What follows belongs to an exercise in optimizing a design on an open flow for small area and a short achievable clock period; a production flow would make more cautious choices. In this exercise RTL edits were held to simulation tests only and were not proved equivalent to the original. Power is estimated from default activity; no workload was simulated.

==> design.v <==
`timescale 1ns / 1ps
module CRC32_8gen(
    input [7:0] data,
    input [31:0] crc32_init,
    output [31:0] crc32
    );
    wire [7:0]d;
    assign d=data;
    wire [31:0]c;
    assign c=crc32_init;
    reg [31:0] ct;
    always @(*)
    begin 
        ct[00]=c[30]^d[06]^c[24]^d[00];
        ct[01]=c[30]^d[06]^c[24]^d[00]^c[31]^d[07]^c[25]^d[01];
        ct[02]=c[30]^d[06]^c[24]^d[00]^c[31]^d[07]^c[25]^d[01]^c[26]^d[02];
        ct[03]=c[31]^d[07]^c[25]^d[01]^c[26]^d[02]^c[27]^d[03];
        ct[04]=c[30]^d[06]^c[24]^d[00]^c[26]^d[02]^c[27]^d[03]^c[28]^d[04];
        ct[05]=c[30]^d[06]^c[24]^d[00]^c[31]^d[07]^c[25]^d[01]^c[27]^d[03]^c[28]^d[04]^c[29]^d[05];
        ct[06]=c[31]^d[07]^c[25]^d[01]^c[26]^d[02]^c[28]^d[04]^c[29]^d[05]^c[30]^d[06];
        ct[07]=c[24]^d[00]^c[26]^d[02]^c[27]^d[03]^c[29]^d[05]^c[31]^d[07];
        ct[08]=c[24]^d[00]^c[25]^d[01]^c[27]^d[03]^c[28]^d[04]^c[00];
        ct[09]=c[25]^d[01]^c[26]^d[02]^c[28]^d[04]^c[29]^d[05]^c[01];
        ct[10]=c[30]^d[06]^c[24]^d[00]^c[26]^d[02]^c[27]^d[03]^c[29]^d[05]^c[30]^d[06]^c[02];
        ct[11]=c[30]^d[06]^c[24]^d[00]^c[31]^d[07]^c[25]^d[01]^c[27]^d[03]^c[28]^d[04]^c[30]^d[06]^c[31]^d[07]^c[03];
        ct[12]=c[30]^d[06]^c[24]^d[00]^c[31]^d[07]^c[25]^d[01]^c[26]^d[02]^c[28]^d[04]^c[29]^d[05]^c[31]^d[07]^c[04];
        ct[13]=c[31]^d[07]^c[25]^d[01]^c[26]^d[02]^c[27]^d[03]^c[29]^d[05]^c[30]^d[06]^c[05];
        ct[14]=c[26]^d[02]^c[27]^d[03]^c[28]^d[04]^c[30]^d[06]^c[31]^d[07]^c[06];	
        ct[15]=c[27]^d[03]^c[28]^d[04]^c[29]^d[05]^c[31]^d[07]^c[07];	
        ct[16]=c[30]^d[06]^c[24]^d[00]^c[28]^d[04]^c[29]^d[05]^c[30]^d[06]^c[08];
        ct[17]=c[31]^d[07]^c[25]^d[01]^c[29]^d[05]^c[30]^d[06]^c[31]^d[07]^c[09];	
        ct[18]=c[26]^d[02]^c[30]^d[06]^c[31]^d[07]^c[10];	
        ct[19]=c[27]^d[03]^c[31]^d[07]^c[11];	
        ct[20]=c[28]^d[04]^c[12];	
        ct[21]=c[29]^d[05]^c[13];	
        ct[22]=c[30]^d[06]^c[24]^d[00]^c[30]^d[06]^c[14];	
        ct[23]=c[30]^d[06]^c[24]^d[00]^c[31]^d[07]^c[25]^d[01]^c[31]^d[07]^c[15];	
        ct[24]=c[31]^d[07]^c[25]^d[01]^c[26]^d[02]^c[16];	
        ct[25]=c[26]^d[02]^c[27]^d[03]^c[17];	
        ct[26]=c[30]^d[06]^c[24]^d[00]^c[27]^d[03]^c[28]^d[04]^c[18];	
        ct[27]=c[31]^d[07]^c[25]^d[01]^c[28]^d[04]^c[29]^d[05]^c[19];	
        ct[28]=c[26]^d[02]^c[29]^d[05]^c[30]^d[06]^c[20];	
        ct[29]=c[27]^d[03]^c[30]^d[06]^c[31]^d[07]^c[21];	
        ct[30]=c[28]^d[04]^c[31]^d[07]^c[22];
        ct[31]=c[29]^d[05]^c[23];       
    end
    assign crc32=ct;
endmodule
module crc_rest(input [223:0] d, output [31:0] y);
  wire t0 = d[113] ^ d[187];
  wire t1 = d[121] ^ d[186];
  wire t2 = d[193] ^ d[197];
  wire t3 = d[98] ^ d[122];
  wire t4 = d[24] ^ d[94];
  wire t5 = d[119] ^ d[182];
  wire t6 = d[50] ^ d[120];
  wire t7 = d[52] ^ d[95];
  wire t8 = d[104] ^ d[183];
  wire t9 = d[105] ^ d[184];
  wire t10 = d[51] ^ d[83];
  wire t11 = d[60] ^ d[80];
  wire t12 = d[79] ^ t0;
  wire t13 = d[82] ^ d[207];
  wire t14 = d[123] ^ d[188];
  wire t15 = d[124] ^ d[189];
  wire t16 = d[143] ^ t1;
  wire t17 = d[29] ^ d[115];
  wire t18 = d[31] ^ d[117];
  wire t19 = d[47] ^ d[103];
  wire t20 = d[54] ^ d[97];
  wire t21 = d[111] ^ d[129];
  wire t22 = d[112] ^ d[130];
  wire t23 = d[116] ^ d[190];
  wire t24 = d[128] ^ t2;
  wire t25 = d[185] ^ d[202];
  wire t26 = d[55] ^ d[218];
  wire t27 = d[57] ^ t5;
  wire t28 = d[58] ^ d[171];
  wire t29 = d[59] ^ d[192];
  wire t30 = d[73] ^ d[216];
  wire t31 = d[74] ^ d[217];
  wire t32 = d[78] ^ d[223];
  wire t33 = d[81] ^ d[131];
  wire t34 = d[85] ^ d[210];
  wire t35 = d[86] ^ d[211];
  wire t36 = d[93] ^ t3;
  wire t37 = d[114] ^ t14;
  wire t38 = d[9] ^ d[27];
  wire t39 = d[25] ^ d[208];
  wire t40 = d[26] ^ d[132];
  wire t41 = d[28] ^ d[106];
  wire t42 = d[44] ^ d[100];
  wire t43 = d[53] ^ d[99];
  wire t44 = d[56] ^ d[71];
  wire t45 = d[84] ^ d[136];
  wire t46 = d[87] ^ d[88];
  wire t47 = d[89] ^ d[90];
  wire t48 = d[91] ^ d[92];
  wire t49 = d[101] ^ t6;
  wire t50 = d[110] ^ d[194];
  wire t51 = d[196] ^ t4;
  wire t52 = d[203] ^ t12;
  wire t53 = d[205] ^ t10;
  wire t54 = d[2] ^ d[75];
  wire t55 = d[3] ^ d[76];
  wire t56 = d[4] ^ d[77];
  wire t57 = d[7] ^ d[32];
  wire t58 = d[8] ^ d[33];
  wire t59 = d[19] ^ t21;
  wire t60 = d[20] ^ t22;
  wire t61 = d[21] ^ d[204];
  wire t62 = d[22] ^ t7;
  wire t63 = d[23] ^ d[206];
  wire t64 = d[48] ^ t8;
  wire t65 = d[49] ^ d[201];
  wire t66 = d[62] ^ d[195];
  wire t67 = d[68] ^ d[153];
  wire t68 = d[69] ^ d[154];
  wire t69 = d[70] ^ d[107];
  wire t70 = d[102] ^ d[133];
  wire t71 = d[108] ^ d[140];
  wire t72 = d[109] ^ d[135];
  wire t73 = d[125] ^ d[134];
  wire t74 = d[0] ^ d[149];
  wire t75 = d[1] ^ d[150];
  wire t76 = d[6] ^ d[137];
  wire t77 = d[18] ^ t24;
  wire t78 = d[30] ^ t23;
  wire t79 = d[34] ^ d[213];
  wire t80 = d[37] ^ d[214];
  wire t81 = d[38] ^ d[215];
  wire t82 = d[39] ^ d[138];
  wire t83 = d[40] ^ d[139];
  wire t84 = d[42] ^ d[126];
  wire t85 = d[43] ^ d[142];
  wire t86 = d[45] ^ d[65];
  wire t87 = d[96] ^ d[198];
  wire t88 = d[118] ^ d[127];
  wire t89 = d[141] ^ t9;
  wire t90 = d[148] ^ t11;
  wire t91 = d[191] ^ t18;
  wire t92 = t15 ^ t17;
  wire t93 = d[5] ^ d[13];
  wire t94 = d[14] ^ t26;
  wire t95 = d[16] ^ t19;
  wire t96 = d[17] ^ t46;
  wire t97 = d[35] ^ d[212];
  wire t98 = d[41] ^ d[61];
  wire t99 = d[46] ^ d[145];
  wire t100 = d[63] ^ d[151];
  wire t101 = d[64] ^ d[152];
  wire t102 = d[66] ^ d[209];
  wire t103 = d[176] ^ t16;
  wire t104 = d[181] ^ t13;
  wire t105 = d[199] ^ t20;
  wire t106 = d[10] ^ t43;
  wire t107 = d[11] ^ d[67];
  wire t108 = d[12] ^ t31;
  wire t109 = d[15] ^ t29;
  wire t110 = d[36] ^ d[174];
  wire t111 = d[144] ^ t39;
  wire t112 = d[146] ^ t25;
  wire t113 = d[147] ^ t33;
  wire t114 = d[172] ^ t28;
  wire t115 = d[173] ^ t47;
  wire t116 = d[175] ^ t44;
  wire t117 = d[178] ^ t37;
  wire t118 = d[180] ^ t38;
  wire t119 = d[200] ^ t32;
  wire t120 = t27 ^ t53;
  wire t121 = t30 ^ t86;
  wire t122 = t36 ^ t52;
  wire t123 = t42 ^ t66;
  wire t124 = t48 ^ t61;
  wire t125 = t50 ^ t54;
  wire t126 = d[177] ^ t56;
  wire t127 = d[179] ^ t71;
  wire t128 = t34 ^ t51;
  wire t129 = t35 ^ t41;
  wire t130 = t45 ^ t76;
  wire t131 = t49 ^ t69;
  wire t132 = t55 ^ t62;
  wire t133 = t59 ^ t82;
  wire t134 = t60 ^ t83;
  wire t135 = t65 ^ t70;
  wire t136 = t72 ^ t85;
  wire t137 = d[17] ^ t67;
  wire t138 = d[111] ^ t78;
  wire t139 = d[137] ^ t58;
  wire t140 = d[209] ^ t40;
  wire t141 = t57 ^ t75;
  wire t142 = t63 ^ t79;
  wire t143 = t68 ^ t89;
  wire t144 = t73 ^ t80;
  wire t145 = t81 ^ t103;
  wire t146 = t87 ^ t91;
  wire t147 = t92 ^ t97;
  wire t148 = t94 ^ t125;
  wire t149 = t111 ^ t121;
  wire t150 = d[5] ^ t2;
  wire t151 = d[6] ^ d[65];
  wire t152 = d[7] ^ d[72];
  wire t153 = d[28] ^ t73;
  wire t154 = d[32] ^ t102;
  wire t155 = d[36] ^ d[150];
  wire t156 = d[37] ^ t120;
  wire t157 = d[38] ^ d[120];
  wire t158 = d[47] ^ t98;
  wire t159 = d[50] ^ t105;
  wire t160 = d[52] ^ t114;
  wire t161 = d[56] ^ t88;
  wire t162 = d[57] ^ t119;
  wire t163 = d[59] ^ t101;
  wire t164 = d[66] ^ t25;
  wire t165 = d[75] ^ t84;
  wire t166 = d[80] ^ t106;
  wire t167 = d[82] ^ t96;
  wire t168 = d[89] ^ t16;
  wire t169 = d[99] ^ t64;
  wire t170 = d[100] ^ t113;
  wire t171 = d[107] ^ t123;
  wire t172 = d[108] ^ t128;
  wire t173 = d[114] ^ t107;
  wire t174 = d[119] ^ t7;
  wire t175 = d[127] ^ t93;
  wire t176 = d[135] ^ d[212];
  wire t177 = d[136] ^ t30;
  wire t178 = d[140] ^ t99;
  wire t179 = d[143] ^ t95;
  wire t180 = d[146] ^ d[185];
  wire t181 = d[147] ^ t57;
  wire t182 = d[151] ^ t116;
  wire t183 = d[152] ^ t27;
  wire t184 = d[198] ^ t77;
  wire t185 = d[200] ^ t11;
  wire t186 = d[201] ^ t40;
  wire t187 = d[204] ^ t74;
  wire t188 = d[211] ^ t13;
  wire t189 = t0 ^ t90;
  wire t190 = t36 ^ t132;
  wire t191 = t108 ^ t118;
  wire t192 = t109 ^ t135;
  wire t193 = t112 ^ t134;
  wire t194 = t127 ^ t142;
  wire t195 = d[0] ^ t75;
  wire t196 = d[1] ^ d[76];
  wire t197 = d[2] ^ d[195];
  wire t198 = d[3] ^ d[210];
  wire t199 = d[8] ^ d[79];
  wire t200 = d[9] ^ d[16];
  wire t201 = d[10] ^ t90;
  wire t202 = d[11] ^ d[138];
  wire t203 = d[12] ^ d[186];
  wire t204 = d[13] ^ d[69];
  wire t205 = d[14] ^ d[58];
  wire t206 = d[15] ^ d[40];
  wire t207 = d[18] ^ d[125];
  wire t208 = d[19] ^ t115;
  wire t209 = d[20] ^ t110;
  wire t210 = d[23] ^ t67;
  wire t211 = d[24] ^ d[88];
  wire t212 = d[25] ^ d[51];
  wire t213 = d[26] ^ d[179];
  wire t214 = d[27] ^ d[49];
  wire t215 = d[29] ^ d[41];
  wire t216 = d[31] ^ d[84];
  wire t217 = d[33] ^ d[197];
  wire t218 = d[35] ^ d[39];
  wire t219 = d[42] ^ t104;
  wire t220 = d[43] ^ t100;
  wire t221 = d[44] ^ d[67];
  wire t222 = d[45] ^ d[131];
  wire t223 = d[46] ^ t35;
  wire t224 = d[48] ^ d[70];
  wire t225 = d[53] ^ d[110];
  wire t226 = d[55] ^ t87;
  wire t227 = d[60] ^ d[72];
  wire t228 = d[61] ^ d[81];
  wire t229 = d[63] ^ d[97];
  wire t230 = d[64] ^ d[182];
  wire t231 = d[68] ^ d[95];
  wire t232 = d[73] ^ t26;
  wire t233 = d[77] ^ t129;
  wire t234 = d[79] ^ t100;
  wire t235 = d[83] ^ t19;
  wire t236 = d[87] ^ d[134];
  wire t237 = d[90] ^ d[91];
  wire t238 = d[92] ^ d[141];
  wire t239 = d[93] ^ d[122];
  wire t240 = d[94] ^ d[196];
  wire t241 = d[96] ^ t172;
  wire t242 = d[98] ^ t34;
  wire t243 = d[101] ^ t186;
  wire t244 = d[102] ^ d[216];
  wire t245 = d[106] ^ d[205];
  wire t246 = d[109] ^ d[183];
  wire t247 = d[112] ^ t93;
  wire t248 = d[113] ^ d[203];
  wire t249 = d[115] ^ t15;
  wire t250 = d[116] ^ d[132];
  wire t251 = d[118] ^ t112;
  wire t252 = d[121] ^ t177;
  wire t253 = d[123] ^ d[130];
  wire t254 = d[124] ^ t55;
  wire t255 = d[126] ^ t146;
  wire t256 = d[128] ^ t119;
  wire t257 = d[129] ^ d[149];
  wire t258 = d[133] ^ t182;
  wire t259 = d[139] ^ d[217];
  wire t260 = d[142] ^ d[175];
  wire t261 = d[144] ^ d[194];
  wire t262 = d[145] ^ t48;
  wire t263 = d[153] ^ d[208];
  wire t264 = d[154] ^ t104;
  wire t265 = d[174] ^ t51;
  wire t266 = d[176] ^ t136;
  wire t267 = d[177] ^ d[223];
  wire t268 = d[178] ^ t8;
  wire t269 = d[180] ^ t29;
  wire t270 = d[190] ^ t3;
  wire t271 = d[192] ^ t41;
  wire t272 = d[195] ^ t44;
  wire t273 = d[202] ^ t74;
  wire t274 = d[206] ^ t31;
  wire t275 = d[207] ^ t9;
  wire t276 = d[214] ^ t18;
  wire t277 = d[215] ^ t230;
  wire t278 = d[218] ^ t137;
  wire t279 = t1 ^ t117;
  wire t280 = t4 ^ t163;
  wire t281 = t17 ^ t175;
  wire t282 = t20 ^ t39;
  wire t283 = t32 ^ t214;
  wire t284 = t33 ^ t92;
  wire t285 = t42 ^ t45;
  wire t286 = t49 ^ t124;
  wire t287 = t52 ^ t68;
  wire t288 = t53 ^ t62;
  wire t289 = t56 ^ t138;
  wire t290 = t58 ^ t78;
  wire t291 = t63 ^ t65;
  wire t292 = t64 ^ t130;
  wire t293 = t71 ^ t174;
  wire t294 = t79 ^ t275;
  wire t295 = t84 ^ t288;
  wire t296 = t85 ^ t164;
  wire t297 = t114 ^ t273;
  wire t298 = t115 ^ t139;
  wire t299 = t122 ^ t126;
  wire t300 = t124 ^ t178;
  wire t301 = t133 ^ t197;
  wire t302 = t141 ^ t148;
  wire t303 = t144 ^ t179;
  wire t304 = t150 ^ t222;
  wire t305 = t153 ^ t264;
  wire t306 = t160 ^ t168;
  wire t307 = t165 ^ t232;
  wire t308 = d[0] ^ t147;
  wire t309 = d[1] ^ t192;
  wire t310 = d[4] ^ d[54];
  wire t311 = d[4] ^ d[103];
  wire t312 = d[5] ^ d[30];
  wire t313 = d[8] ^ d[21];
  wire t314 = d[9] ^ t242;
  wire t315 = d[12] ^ d[22];
  wire t316 = d[15] ^ d[191];
  wire t317 = d[16] ^ t102;
  wire t318 = d[26] ^ t103;
  wire t319 = d[27] ^ t228;
  wire t320 = d[28] ^ t132;
  wire t321 = d[30] ^ t77;
  wire t322 = d[31] ^ t180;
  wire t323 = d[33] ^ t268;
  wire t324 = d[34] ^ t4;
  wire t325 = d[41] ^ t131;
  wire t326 = d[44] ^ t296;
  wire t327 = d[46] ^ d[197];
  wire t328 = d[48] ^ d[108];
  wire t329 = d[51] ^ d[81];
  wire t330 = d[55] ^ t24;
  wire t331 = d[56] ^ t171;
  wire t332 = d[58] ^ t12;
  wire t333 = d[59] ^ d[103];
  wire t334 = d[60] ^ t158;
  wire t335 = d[61] ^ t43;
  wire t336 = d[62] ^ d[74];
  wire t337 = d[62] ^ t155;
  wire t338 = d[64] ^ d[149];
  wire t339 = d[67] ^ t91;
  wire t340 = d[68] ^ t94;
  wire t341 = d[69] ^ d[187];
  wire t342 = d[70] ^ t110;
  wire t343 = d[71] ^ d[78];
  wire t344 = d[71] ^ t88;
  wire t345 = d[72] ^ d[213];
  wire t346 = d[76] ^ d[105];
  wire t347 = d[77] ^ t159;
  wire t348 = d[80] ^ t70;
  wire t349 = d[83] ^ t154;
  wire t350 = d[84] ^ t59;
  wire t351 = d[85] ^ d[181];
  wire t352 = d[86] ^ t143;
  wire t353 = d[87] ^ t271;
  wire t354 = d[88] ^ t43;
  wire t355 = d[91] ^ d[193];
  wire t356 = d[92] ^ t95;
  wire t357 = d[94] ^ t72;
  wire t358 = d[97] ^ d[199];
  wire t359 = d[104] ^ d[150];
  wire t360 = d[105] ^ t136;
  wire t361 = d[106] ^ t157;
  wire t362 = d[107] ^ t147;
  wire t363 = d[109] ^ d[206];
  wire t364 = d[110] ^ t89;
  wire t365 = d[112] ^ t38;
  wire t366 = d[117] ^ t101;
  wire t367 = d[119] ^ t126;
  wire t368 = d[120] ^ t156;
  wire t369 = d[122] ^ t105;
  wire t370 = d[123] ^ t10;
  wire t371 = d[124] ^ t122;
  wire t372 = d[132] ^ t217;
  wire t373 = d[133] ^ d[205];
  wire t374 = d[134] ^ t28;
  wire t375 = d[135] ^ t98;
  wire t376 = d[136] ^ t188;
  wire t377 = d[138] ^ t244;
  wire t378 = d[139] ^ d[171];
  wire t379 = d[142] ^ t140;
  wire t380 = d[144] ^ t289;
  wire t381 = d[148] ^ t117;
  wire t382 = d[152] ^ t83;
  wire t383 = d[172] ^ d[187];
  wire t384 = d[172] ^ t294;
  wire t385 = d[173] ^ d[184];
  wire t386 = d[173] ^ t81;
  wire t387 = d[177] ^ t193;
  wire t388 = d[185] ^ d[215];
  wire t389 = d[186] ^ t185;
  wire t390 = d[188] ^ t76;
  wire t391 = d[189] ^ t6;
  wire t392 = d[190] ^ t58;
  wire t393 = d[191] ^ d[199];
  wire t394 = d[194] ^ t184;
  wire t395 = d[196] ^ t187;
  wire t396 = d[201] ^ t173;
  wire t397 = d[204] ^ t38;
  wire t398 = d[207] ^ t15;
  wire t399 = d[209] ^ t181;
  wire t400 = d[210] ^ t40;
  wire t401 = d[214] ^ t37;
  wire t402 = d[216] ^ t129;
  wire t403 = d[217] ^ t116;
  wire t404 = d[218] ^ t22;
  wire t405 = d[223] ^ t80;
  wire t406 = t5 ^ t109;
  wire t407 = t6 ^ t151;
  wire t408 = t8 ^ t61;
  wire t409 = t9 ^ t47;
  wire t410 = t13 ^ t50;
  wire t411 = t14 ^ t152;
  wire t412 = t16 ^ t265;
  wire t413 = t20 ^ t170;
  wire t414 = t21 ^ t23;
  wire t415 = t23 ^ t96;
  wire t416 = t24 ^ t312;
  wire t417 = t25 ^ t285;
  wire t418 = t28 ^ t32;
  wire t419 = t29 ^ t69;
  wire t420 = t31 ^ t190;
  wire t421 = t33 ^ t133;
  wire t422 = t34 ^ t143;
  wire t423 = t35 ^ t149;
  wire t424 = t37 ^ t255;
  wire t425 = t41 ^ t300;
  wire t426 = t46 ^ t247;
  wire t427 = t47 ^ t161;
  wire t428 = t50 ^ t118;
  wire t429 = t51 ^ t107;
  wire t430 = t54 ^ t145;
  wire t431 = t60 ^ t96;
  wire t432 = t63 ^ t305;
  wire t433 = t64 ^ t237;
  wire t434 = t66 ^ t89;
  wire t435 = t67 ^ t82;
  wire t436 = t68 ^ t106;
  wire t437 = t69 ^ t176;
  wire t438 = t70 ^ t338;
  wire t439 = t72 ^ t161;
  wire t440 = t74 ^ t241;
  wire t441 = t77 ^ t99;
  wire t442 = t80 ^ t194;
  wire t443 = t81 ^ t218;
  wire t444 = t86 ^ t393;
  wire t445 = t88 ^ t130;
  wire t446 = t90 ^ t204;
  wire t447 = t95 ^ t209;
  wire t448 = t97 ^ t201;
  wire t449 = t98 ^ t113;
  wire t450 = t100 ^ t187;
  wire t451 = t101 ^ t140;
  wire t452 = t104 ^ t169;
  wire t453 = t108 ^ t225;
  wire t454 = t110 ^ t200;
  wire t455 = t120 ^ t280;
  wire t456 = t123 ^ t128;
  wire t457 = t125 ^ t363;
  wire t458 = t131 ^ t167;
  wire t459 = t131 ^ t233;
  wire t460 = t134 ^ t231;
  wire t461 = t135 ^ t415;
  wire t462 = t141 ^ t246;
  wire t463 = t145 ^ t173;
  wire t464 = t146 ^ t403;
  wire t465 = t148 ^ t213;
  wire t466 = t149 ^ t248;
  wire t467 = t151 ^ t202;
  wire t468 = t152 ^ t369;
  wire t469 = t154 ^ t256;
  wire t470 = t155 ^ t169;
  wire t471 = t158 ^ t367;
  wire t472 = t162 ^ t189;
  wire t473 = t166 ^ t205;
  wire t474 = t167 ^ t274;
  wire t475 = t171 ^ t409;
  wire t476 = t176 ^ t292;
  wire t477 = t180 ^ t428;
  wire t478 = t181 ^ t199;
  wire t479 = t183 ^ t215;
  wire t480 = t183 ^ t262;
  wire t481 = t184 ^ t374;
  wire t482 = t185 ^ t196;
  wire t483 = t190 ^ t284;
  wire t484 = t191 ^ t254;
  wire t485 = t193 ^ t336;
  wire t486 = t194 ^ t226;
  wire t487 = t195 ^ t234;
  wire t488 = t198 ^ t263;
  wire t489 = t203 ^ t227;
  wire t490 = t206 ^ t270;
  wire t491 = t208 ^ t253;
  wire t492 = t210 ^ t251;
  wire t493 = t211 ^ t318;
  wire t494 = t212 ^ t267;
  wire t495 = t216 ^ t333;
  wire t496 = t219 ^ t279;
  wire t497 = t220 ^ t283;
  wire t498 = t221 ^ t419;
  wire t499 = t224 ^ t229;
  wire t500 = t235 ^ t290;
  wire t501 = t236 ^ t278;
  wire t502 = t238 ^ t243;
  wire t503 = t240 ^ t431;
  wire t504 = t249 ^ t331;
  wire t505 = t252 ^ t286;
  wire t506 = t257 ^ t342;
  wire t507 = t259 ^ t291;
  wire t508 = t266 ^ t420;
  wire t509 = t276 ^ t441;
  wire t510 = t277 ^ t282;
  wire t511 = t281 ^ t323;
  wire t512 = t287 ^ t460;
  wire t513 = t293 ^ t298;
  wire t514 = t297 ^ t353;
  wire t515 = t299 ^ t328;
  wire t516 = t301 ^ t423;
  wire t517 = t302 ^ t321;
  wire t518 = t304 ^ t316;
  wire t519 = t307 ^ t395;
  wire t520 = t317 ^ t456;
  wire t521 = t324 ^ t410;
  wire t522 = t330 ^ t489;
  wire t523 = t339 ^ t480;
  wire t524 = t346 ^ t427;
  wire t525 = t350 ^ t474;
  wire t526 = t355 ^ t439;
  wire t527 = t366 ^ t482;
  wire t528 = t383 ^ t397;
  wire t529 = t404 ^ t492;
  wire t530 = t408 ^ t518;
  assign y[0] = (((t521 ^ (((t5 ^ t88) ^ t106) ^ t138)) ^ t424) ^ ((((t159 ^ t243) ^ (t234 ^ ((d[29] ^ t221) ^ (t228 ^ t231)))) ^ ((t314 ^ t349) ^ t303)) ^ ((t466 ^ t476) ^ (t514 ^ t522))));
  assign y[1] = ~((((t450 ^ t453) ^ (t49 ^ (((d[129] ^ d[182]) ^ t204) ^ (t329 ^ t75)))) ^ (t303 ^ t461)) ^ (t504 ^ (((((t97 ^ t99) ^ t365) ^ (t372 ^ t386)) ^ ((t411 ^ t467) ^ t280)) ^ ((t294 ^ t332) ^ (t389 ^ t402)))));
  assign y[2] = ~(((t306 ^ (((t358 ^ ((d[13] ^ d[187]) ^ (d[203] ^ d[98]))) ^ (t398 ^ t443)) ^ (t445 ^ t451))) ^ t440) ^ (t517 ^ (((t454 ^ ((t199 ^ t253) ^ (t259 ^ t345))) ^ t156) ^ (t498 ^ ((t137 ^ t322) ^ (t348 ^ t354))))));
  assign y[3] = ~((t394 ^ t516) ^ (((((t34 ^ (d[36] ^ (d[188] ^ d[206]))) ^ t278) ^ (t389 ^ t436)) ^ ((t462 ^ t490) ^ t258)) ^ ((t413 ^ t513) ^ (t528 ^ (((t157 ^ t205) ^ t144) ^ (t254 ^ t495))))));
  assign y[4] = ~((((t479 ^ t500) ^ t463) ^ (t509 ^ t512)) ^ (t516 ^ ((((t108 ^ t109) ^ (t391 ^ t499)) ^ (t265 ^ t297)) ^ (t445 ^ ((((d[141] ^ d[148]) ^ t198) ^ (t237 ^ t245)) ^ ((t246 ^ t385) ^ (t42 ^ t56)))))));
  assign y[5] = ~(((t425 ^ t468) ^ t387) ^ (((((t144 ^ t274) ^ (t277 ^ t370)) ^ ((t375 ^ t407) ^ (t65 ^ (t250 ^ t260)))) ^ ((t166 ^ t281) ^ (t307 ^ t376))) ^ (((t487 ^ t498) ^ (t488 ^ ((t311 ^ t341) ^ (t343 ^ t385)))) ^ (t412 ^ t421))));
  assign y[6] = ~(((((t437 ^ ((d[50] ^ (d[11] ^ d[127])) ^ (t102 ^ t215))) ^ t258) ^ (t295 ^ t527)) ^ (t371 ^ t430)) ^ (t485 ^ (((((t238 ^ t250) ^ (t310 ^ t313)) ^ (t130 ^ t188)) ^ ((t268 ^ t411) ^ (t71 ^ ((d[154] ^ d[174]) ^ (d[43] ^ d[47]))))) ^ ((t149 ^ t170) ^ (t340 ^ t416)))));
  assign y[7] = ~(((((t364 ^ t478) ^ (t494 ^ ((t54 ^ t84) ^ t398))) ^ (t258 ^ t347)) ^ ((t442 ^ t479) ^ t530)) ^ ((t514 ^ (((t414 ^ t435) ^ (t99 ^ (d[24] ^ t341))) ^ (t179 ^ t201))) ^ t508));
  assign y[8] = ~((((t448 ^ t458) ^ (t487 ^ ((t121 ^ t126) ^ (t139 ^ t165)))) ^ (t469 ^ (((t327 ^ ((d[113] ^ d[116]) ^ (d[171] ^ d[178]))) ^ (t382 ^ t386)) ^ (t266 ^ t396)))) ^ (t529 ^ (((t495 ^ (((d[180] ^ d[34]) ^ t203) ^ t105)) ^ t156) ^ (t320 ^ t422))));
  assign y[9] = ((t527 ^ (((((d[151] ^ d[181]) ^ (d[18] ^ d[2])) ^ ((d[32] ^ d[35]) ^ t10)) ^ ((t211 ^ t244) ^ (t343 ^ t45))) ^ ((t113 ^ t223) ^ (t361 ^ t435)))) ^ ((((t314 ^ t396) ^ (t453 ^ t506)) ^ (t287 ^ t306)) ^ ((t326 ^ t471) ^ (t486 ^ t511))));
  assign y[10] = ((t511 ^ (((t382 ^ t418) ^ (t84 ^ (t2 ^ t200))) ^ (t143 ^ t189))) ^ ((((t252 ^ t349) ^ (t488 ^ ((t218 ^ t73) ^ t174))) ^ (t450 ^ ((t269 ^ t270) ^ (t337 ^ t357)))) ^ ((t459 ^ t464) ^ (t465 ^ t491))));
  assign y[11] = ((t484 ^ (((t137 ^ t186) ^ (t195 ^ t272)) ^ ((t276 ^ t418) ^ (t9 ^ ((d[102] ^ d[131]) ^ (d[211] ^ d[85])))))) ^ ((((t103 ^ t433) ^ (t447 ^ t490)) ^ ((t94 ^ ((t217 ^ t310) ^ t127)) ^ t305)) ^ ((t325 ^ t326) ^ (t455 ^ t466))));
  assign y[12] = ~(((((t219 ^ t457) ^ (t390 ^ (((d[52] ^ d[53]) ^ (d[57] ^ d[63])) ^ (t0 ^ t3)))) ^ (t309 ^ t352)) ^ ((t471 ^ t501) ^ t509)) ^ ((t505 ^ ((((t329 ^ t388) ^ t105) ^ (t116 ^ t175)) ^ (t138 ^ t191))) ^ t440));
  assign y[13] = ~(((((t436 ^ t510) ^ t302) ^ t481) ^ t508) ^ (t496 ^ (((((t224 ^ t227) ^ (t66 ^ t76)) ^ (t129 ^ t377)) ^ ((t391 ^ t53) ^ (t59 ^ t91))) ^ ((t162 ^ t251) ^ (t356 ^ t426)))));
  assign y[14] = ~((((t406 ^ t507) ^ t306) ^ (t465 ^ t503)) ^ (t299 ^ ((((((d[199] ^ d[208]) ^ t30) ^ (d[54] ^ (d[103] ^ d[118]))) ^ ((t55 ^ t87) ^ t220)) ^ ((t272 ^ t285) ^ (t335 ^ t370))) ^ (((t392 ^ t437) ^ (t467 ^ t59)) ^ ((t64 ^ t92) ^ t399)))));
  assign y[15] = ~((((t468 ^ t472) ^ (t484 ^ t513)) ^ (t380 ^ t520)) ^ (t530 ^ (((t60 ^ (((d[202] ^ d[49]) ^ t207) ^ (t26 ^ t378))) ^ t384) ^ (t117 ^ (((t44 ^ t45) ^ t163) ^ (t354 ^ t49))))));
  assign y[16] = ~((((t417 ^ (((t313 ^ t315) ^ (t35 ^ t358)) ^ (t178 ^ t247))) ^ (t452 ^ t469)) ^ ((t501 ^ t526) ^ t368)) ^ (t380 ^ (((t208 ^ t364) ^ (t377 ^ ((d[75] ^ (d[131] ^ d[151])) ^ (t19 ^ t213)))) ^ (t308 ^ t412))));
  assign y[17] = ((((t507 ^ t52) ^ t422) ^ (t476 ^ t477)) ^ (t523 ^ ((((((d[100] ^ d[101]) ^ (d[14] ^ d[213])) ^ ((d[45] ^ d[90]) ^ t1)) ^ ((t196 ^ t207) ^ (t21 ^ t260))) ^ (((t28 ^ t3) ^ t111) ^ (t209 ^ t235))) ^ (((t361 ^ t372) ^ (t62 ^ t78)) ^ (t256 ^ t426)))));
  assign y[18] = (((t424 ^ t493) ^ (t473 ^ ((((d[89] ^ t239) ^ (t260 ^ t351)) ^ (t12 ^ t405)) ^ (t192 ^ t292)))) ^ (t529 ^ (((t300 ^ t399) ^ t301) ^ (t384 ^ t459))));
  assign y[19] = (((t406 ^ (((t236 ^ t239) ^ (t245 ^ t57)) ^ (t111 ^ t283))) ^ t387) ^ ((((t159 ^ t170) ^ (t189 ^ t298)) ^ ((t344 ^ (((d[102] ^ d[193]) ^ (d[203] ^ d[22])) ^ ((d[3] ^ d[51]) ^ t202))) ^ (t356 ^ t401))) ^ ((t145 ^ t172) ^ (t352 ^ t362))));
  assign y[20] = ~(((t122 ^ t381) ^ (t449 ^ (((t378 ^ t388) ^ (t61 ^ t82)) ^ (t142 ^ t249)))) ^ ((t458 ^ t522) ^ ((((t357 ^ t454) ^ t290) ^ (t293 ^ t379)) ^ ((t402 ^ t433) ^ (t494 ^ (((d[125] ^ d[145]) ^ (d[149] ^ d[200])) ^ (t261 ^ t311)))))));
  assign y[21] = ((((t521 ^ t528) ^ t295) ^ (t362 ^ t381)) ^ ((t461 ^ t464) ^ ((((t127 ^ t177) ^ (t262 ^ t400)) ^ ((t93 ^ ((d[109] ^ d[120]) ^ (d[146] ^ d[61]))) ^ t166)) ^ ((t168 ^ t434) ^ (t405 ^ ((t207 ^ t257) ^ (t359 ^ t83)))))));
  assign y[22] = ((t520 ^ (((t340 ^ t360) ^ t122) ^ (t308 ^ t442))) ^ ((t502 ^ ((t191 ^ t334) ^ (t322 ^ (t121 ^ t27)))) ^ (((t376 ^ ((t46 ^ (d[147] ^ t373)) ^ t160)) ^ (t470 ^ t491)) ^ (t394 ^ t463))));
  assign y[23] = ((((t447 ^ (((t17 ^ t267) ^ (t351 ^ t5)) ^ (t115 ^ t118))) ^ t371) ^ (t526 ^ (((t223 ^ t407) ^ (t443 ^ t91)) ^ ((t79 ^ ((d[104] ^ d[128]) ^ (d[72] ^ d[96]))) ^ t379)))) ^ (t525 ^ (((t434 ^ t446) ^ t309) ^ (t413 ^ t519))));
  assign y[24] = (((t506 ^ ((((d[74] ^ d[86]) ^ t229) ^ t242) ^ (t250 ^ ((d[133] ^ d[175]) ^ (d[39] ^ d[40]))))) ^ t517) ^ (((((t271 ^ t319) ^ t117) ^ (t120 ^ t296)) ^ (t303 ^ t448)) ^ ((t452 ^ t503) ^ (t505 ^ t524))));
  assign y[25] = (((((t182 ^ t233) ^ t470) ^ t368) ^ (t430 ^ t481)) ^ ((t475 ^ (((((d[179] ^ d[208]) ^ (d[213] ^ d[21])) ^ (d[49] ^ (d[126] ^ d[130]))) ^ ((t107 ^ t18) ^ (t206 ^ t248))) ^ (((t261 ^ t48) ^ t139) ^ (t375 ^ t438)))) ^ (t483 ^ t525)));
  assign y[26] = (((((t334 ^ t77) ^ t320) ^ (t421 ^ t475)) ^ (t493 ^ t523)) ^ ((t519 ^ (((((d[10] ^ d[110]) ^ (d[210] ^ d[78])) ^ (t157 ^ t359)) ^ (t164 ^ t269)) ^ ((t282 ^ t291) ^ (t390 ^ t60)))) ^ t515));
  assign y[27] = ~(((((t462 ^ t497) ^ t524) ^ t485) ^ t515) ^ (t496 ^ (((((t245 ^ t261) ^ t140) ^ (t210 ^ t226)) ^ (t133 ^ t286)) ^ ((t304 ^ t429) ^ (t335 ^ (((d[189] ^ d[192]) ^ (d[211] ^ d[25])) ^ ((d[29] ^ d[58]) ^ t11)))))));
  assign y[28] = ((t504 ^ t512) ^ (((((t348 ^ t392) ^ (t39 ^ ((d[198] ^ d[212]) ^ (d[6] ^ d[90])))) ^ (t400 ^ ((d[99] ^ (d[179] ^ d[184])) ^ (t239 ^ t315)))) ^ ((t416 ^ t449) ^ (t457 ^ t497))) ^ ((t279 ^ t347) ^ (t425 ^ t455))));
  assign y[29] = ~((((t446 ^ t451) ^ t325) ^ (t477 ^ t486)) ^ (t483 ^ (((((d[7] ^ (d[141] ^ d[153])) ^ (t19 ^ t212)) ^ ((t216 ^ t240) ^ t123)) ^ ((t124 ^ t153) ^ (t188 ^ t37))) ^ (((t373 ^ ((d[183] ^ d[42]) ^ (d[63] ^ d[6]))) ^ (t414 ^ t444)) ^ (t162 ^ t332)))));
  assign y[30] = ~((((t478 ^ ((t136 ^ t269) ^ (t272 ^ t319))) ^ t241) ^ (t502 ^ (((t327 ^ ((d[104] ^ d[117]) ^ (d[184] ^ d[200]))) ^ (t438 ^ t444)) ^ (t147 ^ t401)))) ^ (t432 ^ (((t499 ^ (((d[66] ^ d[93]) ^ t1) ^ (t22 ^ t263))) ^ t289) ^ (t295 ^ t473))));
  assign y[31] = ((t500 ^ (((t344 ^ t36) ^ t192) ^ (t284 ^ t360))) ^ ((((t365 ^ ((d[65] ^ (d[143] ^ d[171])) ^ (t102 ^ t225))) ^ (t417 ^ t429)) ^ (t255 ^ t472)) ^ ((t510 ^ (((t345 ^ t7) ^ t150) ^ (t223 ^ t337))) ^ t432)));
endmodule
module crc_ch(input [3:0] ch, output [31:0] y);
  wire t0 = ch[0] ^ ch[2];
  wire t1 = ch[1] ^ ch[3];
  wire t2 = ch[3] ^ t0;
  wire t3 = t0 ^ t1;
  wire t4 = ch[0] ^ ch[1];
  wire t5 = ch[0] ^ t1;
  wire t6 = ch[1] ^ ch[2];
  wire t7 = ch[1] ^ t0;
  wire t8 = ch[2] ^ t1;
  assign y[0] = 1'b0;
  assign y[1] = 1'b0;
  assign y[2] = 1'b0;
  assign y[3] = ch[0];
  assign y[4] = t4;
  assign y[5] = t6;
  assign y[6] = t2;
  assign y[7] = t5;
  assign y[8] = t6;
  assign y[9] = t2;
  assign y[10] = t1;
  assign y[11] = t0;
  assign y[12] = t5;
  assign y[13] = t7;
  assign y[14] = t3;
  assign y[15] = t3;
  assign y[16] = t3;
  assign y[17] = t3;
  assign y[18] = t8;
  assign y[19] = t2;
  assign y[20] = t1;
  assign y[21] = ch[2];
  assign y[22] = ch[3];
  assign y[23] = ch[0];
  assign y[24] = t4;
  assign y[25] = t7;
  assign y[26] = t8;
  assign y[27] = t2;
  assign y[28] = t1;
  assign y[29] = ch[2];
  assign y[30] = ch[3];
  assign y[31] = 1'b0;
endmodule
module crc_match(input [15:0] m, output [31:0] y);
  wire t0 = m[1] ^ m[12];
  wire t1 = m[2] ^ m[13];
  wire t2 = m[3] ^ m[14];
  wire t3 = m[4] ^ m[9];
  wire t4 = m[5] ^ m[6];
  wire t5 = m[0] ^ m[11];
  wire t6 = m[15] ^ t0;
  wire t7 = m[7] ^ m[10];
  wire t8 = m[8] ^ t1;
  wire t9 = t2 ^ t6;
  wire t10 = t4 ^ t5;
  wire t11 = m[0] ^ m[2];
  wire t12 = m[7] ^ t3;
  wire t13 = t2 ^ t5;
  wire t14 = t7 ^ t8;
  wire t15 = m[1] ^ m[3];
  wire t16 = m[4] ^ m[15];
  wire t17 = m[5] ^ t6;
  wire t18 = m[6] ^ m[11];
  wire t19 = m[8] ^ m[13];
  wire t20 = t4 ^ t7;
  wire t21 = m[1] ^ m[10];
  wire t22 = m[3] ^ t14;
  wire t23 = m[4] ^ t11;
  wire t24 = m[6] ^ t13;
  wire t25 = m[9] ^ t10;
  wire t26 = m[10] ^ m[14];
  wire t27 = m[14] ^ t12;
  wire t28 = t0 ^ t12;
  wire t29 = t1 ^ t10;
  wire t30 = t3 ^ t4;
  assign y[0] = (((m[6] ^ m[7]) ^ t5) ^ t9);
  assign y[1] = ((m[4] ^ t8) ^ t24);
  assign y[2] = (t3 ^ t10);
  assign y[3] = (t0 ^ t20);
  assign y[4] = (t8 ^ t9);
  assign y[5] = ((t1 ^ t18) ^ t28);
  assign y[6] = (((m[12] ^ m[5]) ^ t2) ^ t14);
  assign y[7] = (t19 ^ t28);
  assign y[8] = ((t6 ^ t25) ^ t22);
  assign y[9] = (t24 ^ ((t0 ^ t3) ^ t14));
  assign y[10] = (t8 ^ (m[10] ^ t30));
  assign y[11] = ((m[10] ^ m[9]) ^ t17);
  assign y[12] = ((t1 ^ t7) ^ t9);
  assign y[13] = (t8 ^ (t16 ^ t13));
  assign y[14] = (((m[0] ^ m[5]) ^ t3) ^ t9);
  assign y[15] = ((t1 ^ t16) ^ (t21 ^ t4));
  assign y[16] = (t11 ^ t17);
  assign y[17] = (t15 ^ (m[6] ^ t1));
  assign y[18] = ((m[7] ^ t2) ^ t23);
  assign y[19] = (t16 ^ ((m[5] ^ m[8]) ^ t15));
  assign y[20] = (t11 ^ t30);
  assign y[21] = (t15 ^ t20);
  assign y[22] = ((m[8] ^ t23) ^ t9);
  assign y[23] = (t29 ^ (m[12] ^ t27));
  assign y[24] = ((t19 ^ t20) ^ t9);
  assign y[25] = (((m[15] ^ t18) ^ t8) ^ t27);
  assign y[26] = ((m[8] ^ t21) ^ t25);
  assign y[27] = (((m[2] ^ m[9]) ^ t0) ^ (t18 ^ t7));
  assign y[28] = ((m[11] ^ m[12]) ^ t22);
  assign y[29] = (t13 ^ (t3 ^ (m[12] ^ t19)));
  assign y[30] = ((t3 ^ (m[13] ^ t26)) ^ t17);
  assign y[31] = ((m[15] ^ t26) ^ t29);
endmodule
`timescale 1ns / 1ps
module PRBS31_Seed_Checker(
    input clock,
    input reset,
    input pulse,
    input [3:0] channel,
    input [15:0] injectErrorCount,
    input [31:0] DataIn,
    output [17:0] shortErrorCount,
    output [127+128:0] dataOut
    );
localparam [31:0] MAGIC = 32'h7009a0b2;
localparam [31:0] SEED  = 32'h1f044a52;
localparam [31:0] QINIT = 32'hffffd000;    
localparam [1:0] IDLE = 2'd0, CHECK = 2'd1, IFS2 = 2'd2, SYNC = 2'd3;
reg [31:0] Dh;           
reg [31:0] DO;           
reg [31:0] DE;           
reg        rd;           
reg        ld;           
reg        sv;           
reg [1:0]  state;
reg [3:0]  cnt;
reg [31:0] Q;            
reg [15:0] NOLD;         
reg        RELINK;
reg [17:0] ECL;          
reg        cy;           
reg        clr_d;        
reg [31:0] R;            
reg        oEF;
reg [3:0]  och;
reg [47:0] oTS;
reg [15:0] omatch;
reg [31:0] oDE, oDO, oBE;
reg [58:0] oEC;
wire [31:0] nxt = {DE[7]^DE[1], DE[31:29]^DE[6:4]^DE[3:1], DE[31:4]^DE[28:1]};
wire [31:0] seeds = rd ? 32'd0 : ld ? SEED : sv ? nxt : DE;
wire [31:0] BE = sv ? (DE ^ DO) : 32'd0;
wire        EF = |BE;
wire [47:0] TS = rd ? 48'd0 : oTS + 48'd1;
wire [40:0] ECH = clr_d ? 41'd0 : oEC[58:18] + {40'd0, cy};
wire [58:0] EC = {ECH, ECL};
wire [63:0] Data_reg = {Dh, DO};
wire        T = |(Data_reg[35:4]^Data_reg[32:1] == Data_reg[63:32]);
wire        magic = (Dh == MAGIC);
wire        anyerr = |(seeds ^ Dh);
wire        relink = (Q == {16'd0, injectErrorCount});
wire [5:0]  count = BE[0] + BE[1] + BE[2] + BE[3] + BE[4] + BE[5] + BE[6] + BE[7] + BE[8] + BE[9] + BE[10] + BE[11] + BE[12] + BE[13] + BE[14] + BE[15] + BE[16] + BE[17] + BE[18] + BE[19] + BE[20] + BE[21] + BE[22] + BE[23] + BE[24] + BE[25] + BE[26] + BE[27] + BE[28] + BE[29] + BE[30] + BE[31];
wire [18:0] ecsum = {1'b0, ECL} + {13'd0, count};
wire        clr = pulse | reset;
always @(posedge clock) begin
    Dh <= reset ? 32'd0 : DataIn;
    DO <= Dh;
    DE <= seeds;
    rd <= reset;
    ECL <= clr ? 18'd0 : ecsum[17:0];
    cy <= ~clr & ecsum[18];
    clr_d <= clr;
end
always @(posedge clock) begin
    ld <= 1'b0;
    sv <= 1'b0;
    if (reset) begin
        state <= IDLE;
        cnt <= 4'd0;
        Q <= QINIT;
        NOLD <= 16'd0;
        RELINK <= 1'b0;
    end else
    case (state)
    IDLE: begin
        cnt <= 4'd0;
        Q <= QINIT;
        state <= CHECK;
    end
    CHECK: begin
        if (T) begin
            cnt <= cnt + 4'd1;
            if (cnt == 4'd14) state <= IFS2;
        end
    end
    IFS2: begin
        if (magic) begin
            ld <= 1'b1;
            if (~RELINK) NOLD <= ~injectErrorCount;
            else RELINK <= 1'b0;
            state <= SYNC;
        end else if (!T)
            state <= CHECK;
    end
    SYNC: begin
        sv <= 1'b1;
        if (anyerr) Q <= Q + 32'd1;
        if (relink) begin
            state <= IDLE;
            RELINK <= 1'b1;
        end
    end
    endcase
end
wire [223:0] rec = {EF, channel, TS, 16'd0, DE, DO, BE, EC};
wire [31:0] crc_r;
crc_rest crc_rest_inst(.d(rec), .y(crc_r));
wire [31:0] crc_c;
crc_ch crc_ch_inst(.ch(channel), .y(crc_c));
always @(posedge clock) begin
    R <= crc_r ^ crc_c;
    oEF <= EF;
    och <= channel;
    oTS <= TS;
    omatch <= injectErrorCount + NOLD;
    oDE <= DE;
    oDO <= DO;
    oBE <= BE;
    oEC <= EC;
end
wire [31:0] crc_m;
crc_match crc_match_inst(.m(omatch), .y(crc_m));
assign dataOut = {oEF, och, oTS, omatch, oDE, oDO, oBE, oEC, R ^ crc_m};
assign shortErrorCount = ECL;
endmodule
==> run.sh <==
#!/bin/bash
# synth_recipe.tcl (not shown) runs the flow's synth.tcl, then flattens the netlist and writes it again
# the make line also repeats each setting of config.mk as NAME=value (left out here)
make -C /OpenROAD-flow-scripts/flow DESIGN_CONFIG=/design/flow/config.mk WORK_HOME=/design/flow/orfs CLKGATE_MAP_FILE= SYNTH_SCRIPT=/design/flow/synth_recipe.tcl finish
==> config.mk <==
export PLATFORM = sky130hd
export DESIGN_NAME = PRBS31_Seed_Checker
export DESIGN_NICKNAME = PRBS31_Seed_Checker
export VERILOG_FILES = /design/flow/design.v
export SDC_FILE = /design/flow/constraint.sdc
export NUM_CORES = 4
export LEC_CHECK = 0
export CAP_MARGIN = 20
export CORE_MARGIN = 2
export CORE_UTILIZATION = 40
export PLACE_DENSITY = 0.6
export SETUP_SLACK_MARGIN = 1.0
export SLEW_MARGIN = 20
==> constraint.sdc <==
create_clock -name core_clock -period 25.0 [get_ports {clock}]
set_input_delay 5.0000 -clock core_clock [delete_from_list [all_inputs] [get_ports {clock}]]
set_output_delay 5.0000 -clock core_clock [all_outputs]
set_load 0.01 [all_outputs]
==> summary.txt <==
# TYPE chip_impl_metric gauge
chip_impl_metric{name="first_global_vias",unit=""} 23100
chip_impl_metric{name="synth_area",unit="um^2"} 30100
chip_impl_metric{name="globalRoute.totalOverflow",unit=""} 0
chip_impl_metric{name="postLayoutCellArea",unit="um^2"} 36100
chip_impl_metric{name="final-hold-violation-count",unit=""} 0
chip_impl_info{name="path_common_cell",value="xnor2_1"} 1
chip_impl_metric{name="remaining_drc_errors",unit=""} 0
chip_impl_metric{name="cts_made_buffers",unit=""} 49
chip_impl_metric{name="max-vdd-ir-drop",unit="uV"} 45.5
chip_impl_metric{name="cts.clk_slew.worst_paths",unit="ns"} 0.06
chip_impl_info{name="hold_class",value="reg -> reg"} 1
chip_impl_metric{name="max_slew_margin",unit="%"} 15.6
chip_impl_metric{name="worst-path-max-fanout",unit=""} 5
chip_impl_metric{name="final_min_period_over_clock_period",unit="%"} 34.0
chip_impl_metric{name="synthesis.yosys.warnings",unit=""} 1
chip_impl_info{name="yosys.cell_count.top_type",value="xnor2_1"} 1
chip_impl_metric{name="io-pin-count",unit=""} 329
chip_impl_metric{name="post_layout_nonfiller_instances",unit=""} 4540
chip_impl_info{name="synth_area_leaders",value="xnor2_1, dfxtp_1, xor2_1, nor2_1, fa_1"} 1
chip_impl_metric{name="pin_count_of_the_biggest_net_entering_global_routing",unit=""} 57
chip_impl_metric{name="total_area_of_multi_input_combinational_cells",unit="um^2"} 20400
chip_impl_metric{name="dr_total_vias",unit=""} 24500
chip_impl_metric{name="synthesized_nets",unit=""} 3364
chip_impl_metric{name="nets",unit=""} 3654
chip_impl_metric{name="async_set_reset_flop_share_out_of_synthesis",unit="%"} 0
chip_impl_metric{name="detail_route.first_pass.iterations",unit=""} 6
chip_impl_metric{name="core.rowCount",unit=""} 100
chip_impl_metric{name="netlist.area_leader.share",unit="%"} 32.9
chip_impl_info{name="netlist.top_cell.by_area",value="xnor2_1"} 1
chip_impl_metric{name="cts_setup_buffers",unit=""} 0
chip_impl_metric{name="setup_violations",unit=""} 0
chip_impl_metric{name="timing.final.max_slew_violations",unit=""} 0
chip_impl_metric{name="antenna_found_initial",unit=""} 4
chip_impl_metric{name="static-leakage-power",unit="uW"} 0.0134
chip_impl_metric{name="start_util",unit="%"} 40.4
chip_impl_info{name="cts_tree",value="done"} 1
chip_impl_metric{name="globalRouteTotalUtil",unit="%"} 34.0
chip_impl_metric{name="grt_first_pass_wirelength",unit="um"} 184000
chip_impl_metric{name="die_w",unit="um"} 278
chip_impl_metric{name="arrival",unit="ns"} 3.49
chip_impl_metric{name="die_area",unit="um^2"} 77500
chip_impl_metric{name="timing.final.crit_period",unit="ns"} 8.49
chip_impl_metric{name="seq_area",unit="um^2"} 8610
chip_impl_metric{name="sequential_element_share_of_the_synthesized_area",unit="%"} 28.6
chip_impl_metric{name="critical-path-max-stage-delay",unit="ns"} 0.58
chip_impl_metric{name="power.density",unit="nW/um^2"} 62.4
chip_impl_metric{name="longest_clk_path_bufs",unit=""} 3
chip_impl_metric{name="drt_first_iter_violations",unit=""} 2960
chip_impl_metric{name="clock.fmax",unit="GHz"} 0.118
chip_impl_info{name="postSynth.topFlopCell",value="dfxtp_1"} 1
chip_impl_metric{name="post-place-cells",unit=""} 4452
chip_impl_metric{name="io_buffers",unit=""} 328
chip_impl_metric{name="placedInstanceArea",unit="um^2"} 34500
chip_impl_info{name="synth.cells.most_frequent",value="xnor2_1, dfxtp_1, xor2_1"} 1
chip_impl_info{name="worstSetupPathType",value="reg -> out"} 1
chip_impl_metric{name="fin_worst_skew",unit="ns"} 0.0212
chip_impl_metric{name="dp_hpwl",unit="um"} 111000
chip_impl_metric{name="synth_edf_count",unit=""} 0
chip_impl_info{name="cts_root_buffer",value="clkbuf_16"} 1
chip_impl_metric{name="reg2reg_setup_slack",unit="ns"} 17.13
chip_impl_metric{name="post_synth.cell_area_avg",unit="um^2"} 9.29
chip_impl_info{name="start_kind",value="flip-flop"} 1
chip_impl_metric{name="synthDistinctLibCells",unit=""} 72
chip_impl_metric{name="gp_congestion",unit=""} 1.09
chip_impl_metric{name="drt_wl_total",unit="um"} 136000
chip_impl_info{name="timing.critical_path.cells",value="xor2_1 -> xnor2_1 -> xnor2_1 -> xnor2_1 -> xnor2_1 -> clkdlybuf4s50_1"} 1
chip_impl_metric{name="synth_cells",unit=""} 3244
chip_impl_metric{name="cts.sinks",unit=""} 430
chip_impl_metric{name="placeableCoreArea",unit="um^2"} 74600
chip_impl_metric{name="cts_htree_levels",unit=""} 2
chip_impl_metric{name="via_cell_ratio",unit=""} 5.40
chip_impl_info{name="status",value="timing/DRC/antenna clean"} 1
chip_impl_metric{name="ys_seq_elements",unit=""} 430
chip_impl_metric{name="max-cap-violations",unit=""} 0
chip_impl_metric{name="crit_required",unit="ns"} 20.00
chip_impl_metric{name="slew_at_the_pin_closest_to_its_max_slew_limit",unit="ns"} 1.27
chip_impl_metric{name="drive_above_1_share",unit="%"} 6.11
chip_impl_metric{name="syn_to_final_growth",unit="%"} 19.9
chip_impl_info{name="grt_setup_unrepaired",value="false"} 1
chip_impl_metric{name="fillerInstances",unit=""} 7119
chip_impl_metric{name="die_height",unit="um"} 278
chip_impl_info{name="cp-end-kind",value="output port"} 1
chip_impl_metric{name="clock_latency_on_the_worst_skew_pair",unit="ns"} 0.61
chip_impl_info{name="timing.critical_path.slowest_stage_cell",value="xnor2_1"} 1
chip_impl_metric{name="ant_nets",unit=""} 0
chip_impl_metric{name="post_cts_hold_buffer_count",unit=""} 0
chip_impl_metric{name="avgRoutedWirePerCell",unit="um"} 30.0
chip_impl_metric{name="cts-resized-gates",unit=""} 0
chip_impl_metric{name="fin_setup_tns",unit="ns"} 0
-- flip-flops by register name, summed over array words and instances (netlist names), 32 cells and up --
| name | count |
|---|---|
| R | 32 |
| Q | 32 |
| oBE | 32 |
| oDO | 32 |
| DE | 32 |
| oTS | 48 |
| oDE | 32 |
| oEC | 59 |
| DO | 32 |
| Dh | 32 |
-- cell families (layout without fill, tap and decap cells) --
family,after synthesis,after routing,share of synthesized area (%)
xor gates and xnor gates,1590,1590,48.0
and+or+nand+nor,666,666,11.5
DFF,430,430,28.6
buffers and inverters,270,596,3.68
AOI/OAI and AO/OA,212,212,4.51
adders and majority gates,65,65,3.37
muxes,11,11,0.378
other,0,1,0
-- per-layer routing --
layer | share of wire (%) | global-route usage, % | vias to the layer above
met1 | 40 | 44.4 | 11700
met4 | 6.7 | 19.6 | 0
met2 | 43 | 51.5 | 1511
met3 | 10 | 7.94 | 367
met5 | 0 | 0 | -
li1 | - | - | 10900
-- power breakdown --
part | switching, uW | internal, uW | total, uW
logic | 361 | 375 | 736
clock network | 306 | 444 | 750
registers | 39.8 | 728 | 768
total | 706 | 1550 | 2250
-- final timing paths --
check             from           to  cells after the start
max          omatch[1]  dataOut[14]                      6
min            ECL[10]      oEC[10]                      0
max reg2reg         sv      ECL[16]                     22
min reg2reg    ECL[10]      oEC[10]                      0
-- worst max-delay path: cells and delay by family, from the launching register on --
| family | cells | cell delay [ns] |
|---|---|---|
| buffers and inverters | 1 | 0.55 |
| xor gates and xnor gates | 5 | 1.83 |
| DFF | 1 | 0.51 |
-- layout by cell type, fill, tap and decap left out, types with 28 or more instances in the layout --
master           instances
xnor2_1               1132
and3_1                  28
nor3_1                  28
nor2b_1                 59
dfxtp_1                428
nand4_1                 40
nor4_1                  56
xor2_1                 414
a21oi_1                 69
nor2_1                 181
o21ai_0                 60
or3_1                   35
buf_4                   75
a211oi_1                28
inv_1                  105
ha_1                    38
clkdlybuf4s50_1        327
nand2_1                114
clkbuf_16               50
nand3_1                 50
-- cell type report --
cell class	count	share of cell area, %
antenna	1	0.00692
multi-input combinational	2544	56.5
tap	969	3.35
clock buffer	67	3.89
sequential	430	23.8
clock inverter	20	0.696
inverter	106	1.10
timing repair buffer	403	10.6
-- per-stage QoR --
step	hold slack [ns]	worst slack, ns	utilization [%]	power (uW)
after global placement	0.387	16.37	46.2	1510
after global routing	0.401	16.30	48.5	2330
after floorplan	0.329	17.44	-	1250
final	0.400	16.51	48.5	2250
after CTS	0.397	16.42	48.5	2260
after detailed placement	0.388	16.30	46.2	1510

-- re-timing with driven ports --
In the flow no input, the clock included, has a driving cell. The finished layout below was timed again as built, in two steps. Step 1 assumes that a clkbuf_16 drives the clock port and a buf_2 every other input. Step 2 adds t to the input delays and takes it off the output delays; t is the mean of the earliest and latest rising clock arrival at the registers after step 1. Input paths then give back, and output paths get back, about the clock's delay inside the block. a / b / c = ideal ports / drivers / drivers and shift; a / b = the first two.
t (ns): 0.669
slack for setup (ns): 16.510 / 16.437 / 16.265
worst register clock-pin slew, ns: 0.07 / 0.07
After both steps this run still meets setup and hold. For this run, drivers alone change the setup slack by -0.073 ns; drivers and shift together by -0.245 ns.
